Background: an optimization exercise with open tools, aiming at small area. Do not read the settings as production practice.
At most, simulation tests tie the RTL to the original design; equivalence was not proved.
No driver is modelled on the clock port, so clock power and skew are understated where the tree is cut down; a real chip needs a root buffer or a tree.
Power and IR drop assume default switching activity.

Setup of quartz:
Design guessing_game, start of the top module:
module guessing_game (
    input         btnU, btnD, btnR, btnL, clk, btnC,
    input  [15:0] sw,
    output [6:0]  seg,
    output [3:0]  an,
    output [15:0] led,
    output        dp
);
   wire [3:0] b;
   wire       en;
   wire       n0, n1, n2, n3, win, lose;
   debounce db0 (.clk(clk), .reset(btnC), .in(btnR), .out(b[0]));
   debounce db1 (.clk(clk), .reset(btnC), .in(btnD), .out(b[1]));
   debounce db2 (.clk(clk), .reset(btnC), .in(btnL), .out(b[2]));
   debounce db3 (.clk(clk), .reset(btnC), .in(btnU), .out(b[3]));
   counter step (.clk(clk), .rst(btnC), .hard(sw[0]), .en(en));
   guess_FSM fsm (.clk(clk), .en(en), .reset(btnC), .b(b),
                  .n0(n0), .n1(n1), .n2(n2), .n3(n3), .win(win), .lose(lose));
   assign seg = {n1, n2, 3'b111, n0, n3};
   assign led = {8{win | lose, win}};
   assign an  = 4'b1110;
   assign dp  = 1'b1;
endmodule
Size: ~240 cells after synthesis, roughly 50 I/O pins, about 0.0024 mm² of cells after synthesis.
==> module debounce, before the edit <==
module debounce (
    input  clk,
    input  reset,
    input  in,
    output out
);
   localparam [11:0] P = 12'h555;
   reg        lvl, wt;
   reg [11:0] q;
   wire [11:0] y    = q ^ P;
   wire        z9   = ~|{y[10:7], y[5:4], y[2:0]};
   wire        fb   = y[11] ^ (y[3] | y[6] | z9);
   wire        done = z9 & ~y[3] & ~y[6] & y[11];
   wire        flip = wt & done;
   always @(posedge clk or posedge reset)
      if (reset) begin
         lvl <= 1'b0;
         wt  <= 1'b0;
      end else begin
         lvl <= lvl ^ flip;
         wt  <= (in ^ lvl) & ~flip;
      end
   always @(posedge clk)
      q <= wt ? ({y[10:0], fb} ^ P) : P;
   assign out = lvl;
endmodule
==> flow/config.mk <==
export PLATFORM = sky130hd
export DESIGN_NAME = guessing_game
export DESIGN_NICKNAME = guessing_game
export VERILOG_FILES = /design/flow/design.v
export SDC_FILE = /design/flow/constraint.sdc
export NUM_CORES = 4
export LEC_CHECK = 0
export CAP_MARGIN = 20
export CORE_MARGIN = 2
export CORE_UTILIZATION = 40
export SLEW_MARGIN = 20
==> flow/constraint.sdc <==
create_clock -name core_clock -period 10.0 [get_ports {clk}]
set_input_delay 2.0000 -clock core_clock [delete_from_list [all_inputs] [get_ports {clk}]]
set_output_delay 2.0000 -clock core_clock [all_outputs]
set_load 0.01 [all_outputs]
standard.sh (not shown) runs the stock make flow with config.mk's settings and CLKGATE_MAP_FILE= SYNTH_SCRIPT=/design/flow/synth_recipe.tcl, a recipe that flattens the netlist after the stock synthesis.
==> flow/flow/run.sh <==
#!/bin/bash
# Own layout flow: the standard ORFS flow (standard.sh), with changes that
# only affect how the logic is mapped to cells, cell sizes and the clock tree:
#  1. synthesis is ORFS's standard synthesis (synth_recipe.tcl) with an
#     area-oriented ABC script (flow/abc_area.script); the registers are
#     untouched, as ABC maps only the logic between them;
#  2. after synthesis every logic cell is set to its smallest drive strength
#     (the repair steps later upsize where timing or slew needs it);
#  3. ports are buffered with sky130_fd_sc_hd__buf_1;
#  4. the clock tree is built by flow/cts_hook.tcl: 4 clkbuf_8, each driving
#     the flip-flops of one part of the core, straight from the clock port.
# Each tool's output goes to a log file of its own in this folder.
set -euo pipefail
WORK=$(pwd)
RES=$WORK/orfs/results/$FLOW_PLATFORM/guessing_game/base

# ORFS's scripts with the area ABC script replaced
rm -rf "$WORK/scripts"
cp -r "$FLOW_HOME/scripts" "$WORK/scripts"
cp "$WORK/flow/abc_area.script" "$WORK/scripts/abc_area.script"

bash standard.sh "SCRIPTS_DIR=$WORK/scripts" ABC_AREA=1 synth > "$WORK/log_1_synth.txt" 2>&1

WORK_RES=$RES openroad -no_init -exit "$WORK/flow/downsize.tcl" > "$WORK/log_1_downsize.txt" 2>&1

bash standard.sh \
  "BUFFER_PORTS_ARGS=-buffer_cell sky130_fd_sc_hd__buf_1" \
  "PRE_CTS_TCL=$WORK/flow/cts_hook.tcl" CTS_NLEAF=4 CTS_LEAF_BUF=sky130_fd_sc_hd__clkbuf_8 \
  finish > "$WORK/log_2_layout.txt" 2>&1
Other scripts of this flow, unchanged in this note and not shown: flow/flow/abc_area.script, flow/flow/cts_hook.tcl, flow/flow/downsize.tcl
Modified inputs, xenon compared to quartz
--- a/flow/design.v
+++ b/flow/design.v
@@ -2,11 +2,11 @@
     input  clk,
     input  reset,
     input  in,
     output out
 );
-   localparam [11:0] P = 12'h555;
+   localparam [11:0] P = 12'hAAA;
    reg        lvl, wt;
    reg [11:0] q;
    wire [11:0] y    = q ^ P;
    wire        z9   = ~|{y[10:7], y[5:4], y[2:0]};
    wire        fb   = y[11] ^ (y[3] | y[6] | z9);
==> comparison <==
Relative to quartz, total placed cells including tap cells increased by 0.32% in xenon.
In terms of clock power, xenon and quartz differ only marginally.
[xenon vs quartz] sequential power: higher in xenon
xenon ended with more combinational fraction of design power than quartz.
When xenon is set beside quartz, its worst setup slack turns out to be 0.040 ns smaller.
Between quartz and xenon, the difference in synthesis-to-finish area growth is negligible.
As far as initial core utilization is concerned, xenon and quartz perform about the same.
In every run of this note, the design's own scripts or RTL, not TritonCTS, make the clock network.

---

Another version of the RTL of guessing_game (not shown whole).
Size: about 50 I/O pins, about 2800 um^2 of cells after synthesis.
==> module debounce, before the edit <==
module debounce (
    input  clk,
    input  reset,
    input  in,
    output out
);
   reg        lvl, wt;
   reg [11:0] q;
   wire [11:0] d;
   genvar i;
   generate
      for (i = 1; i < 12; i = i + 1) begin : stage
         if (i % 2) assign d[i] = ~(wt & q[i-1]);
         else       assign d[i] = ~(~wt | q[i-1]);
      end
   endgenerate
   wire z9   = ~(q[0] | d[2] | q[2] | q[4] | d[6] | d[8] | q[8] | d[10] | q[10]);
   wire fb   = ~q[11] ^ (d[4] | q[6] | z9);        
   assign d[0] = wt & fb;
   wire flip = wt & z9 & ~d[4] & ~q[6] & ~q[11];   
   always @(posedge clk or posedge reset)
      if (reset) begin
         lvl <= 1'b0;
         wt  <= 1'b0;
      end else begin
         lvl <= lvl ^ flip;
         wt  <= (in ^ lvl) & ~flip;
      end
   always @(posedge clk)
      q <= d;
   assign out = lvl;
endmodule
==> module guess_FSM, before the edit <==
module guess_FSM (
    input        clk,
    input        en,
    input        reset,
    input  [3:0] b,
    output       s0, s1, s2, s3,
    output       win,
    output       lose
);
   reg       p;
   reg [1:0] a;
   wire any  = |b;
   wire hit  = (b == (4'b0001 << a));     
   always @(posedge clk or posedge reset)
      if (reset) begin
         p <= 1'b0;
         a <= 2'b00;
      end else if (en) begin
         p <= any;
         if (any) begin
            if (!p) a[0] <= ~hit;
         end else begin
            a <= p ? 2'b00 : {a[1] ^ a[0], ~a[0]};
         end
      end
   assign s0   = ~p & (a == 2'd0);
   assign s1   = ~p & (a == 2'd1);
   assign s2   = ~p & (a == 2'd2);
   assign s3   = ~p & (a == 2'd3);
   assign win  = p & ~a[0];
   assign lose = p & a[0];
endmodule
Settings: LEC_CHECK=0, CAP_MARGIN=20, CORE_MARGIN=2, CORE_UTILIZATION=40, SLEW_MARGIN=20; clock period 10.0 ns.
run.sh (not shown) runs the stock make flow with config.mk's settings and CLKGATE_MAP_FILE= SYNTH_SCRIPT=/design/flow/synth_recipe.tcl, a recipe that flattens the netlist after the stock synthesis.
Stock flow here: none of the scripts above is used.
Edit:
--- a/flow/design.v
+++ b/flow/design.v
@@ -2,34 +2,28 @@
     input  clk,
     input  reset,
     input  in,
     output out
 );
+   localparam [11:0] P = 12'hAAA;
    reg        lvl, wt;
    reg [11:0] q;
-   wire [11:0] d;
-   genvar i;
-   generate
-      for (i = 1; i < 12; i = i + 1) begin : stage
-         if (i % 2) assign d[i] = ~(wt & q[i-1]);
-         else       assign d[i] = ~(~wt | q[i-1]);
-      end
-   endgenerate
-   wire z9   = ~(q[0] | d[2] | q[2] | q[4] | d[6] | d[8] | q[8] | d[10] | q[10]);
-   wire fb   = ~q[11] ^ (d[4] | q[6] | z9);        
-   assign d[0] = wt & fb;
-   wire flip = wt & z9 & ~d[4] & ~q[6] & ~q[11];   
+   wire [11:0] y    = q ^ P;
+   wire        z9   = ~|{y[10:7], y[5:4], y[2:0]};
+   wire        fb   = y[11] ^ (y[3] | y[6] | z9);
+   wire        done = z9 & ~y[3] & ~y[6] & y[11];
+   wire        flip = wt & done;
    always @(posedge clk or posedge reset)
       if (reset) begin
          lvl <= 1'b0;
          wt  <= 1'b0;
       end else begin
          lvl <= lvl ^ flip;
          wt  <= (in ^ lvl) & ~flip;
       end
    always @(posedge clk)
-      q <= d;
+      q <= wt ? ({y[10:0], fb} ^ P) : P;
    assign out = lvl;
 endmodule
 module counter (
     input  clk,
     input  rst,
@@ -71,11 +65,11 @@
       end else if (en) begin
          p <= any;
          if (any) begin
             if (!p) a[0] <= ~hit;
          end else begin
-            a <= p ? 2'b00 : {a[1] ^ a[0], ~a[0]};
+            a <= p ? 2'b00 : a + 2'b01;
          end
       end
    assign s0   = ~p & (a == 2'd0);
    assign s1   = ~p & (a == 2'd1);
    assign s2   = ~p & (a == 2'd2);
Fmax drops by a few percent.
Area after synthesis went down by a few percent.
Via count falls slightly.
Sequential power goes up by a few percent.
First-iteration DRC count came out higher by well over a third.
Sequential share of layout area grows by 0.99 points.
Critical path depth stays the same.
Function not checked in the first run of this note: the RTL went through the layout flow alone.

afterwards: timing with drivers on the ports:
No port has a modelled driver above. Below, the same layouts with a new extraction and two added sets of constraints.
Step 1 assumes that a clkbuf_16 drives the clock port and a buf_2 every other input.
Step 2, shift: input delay + t, output delay - t, t = (earliest + latest rising clock arrival at the registers) / 2. This alone moves slack from input paths to output paths.
Three values: ideal, step 1, step 2; two values: the first two.
| run | shift t [ns] | setup WS [ns] | hold slack, ns |
|---|---|---|---|
| quartz | 0.216 | 6.509 / 6.455 / 6.671 | 0.380 / 0.380 / 0.380 |
| xenon | 0.212 | 6.469 / 6.415 / 6.628 | 0.384 / 0.384 / 0.384 |
| the first run of note 2 | 0.348 | 5.995 / 5.970 / 6.318 | 0.379 / 0.379 / 0.379 |
| the second run of note 2 | 0.363 | 5.884 / 5.854 / 6.217 | 0.377 / 0.377 / 0.377 |
After both steps every run listed still meets setup and hold.
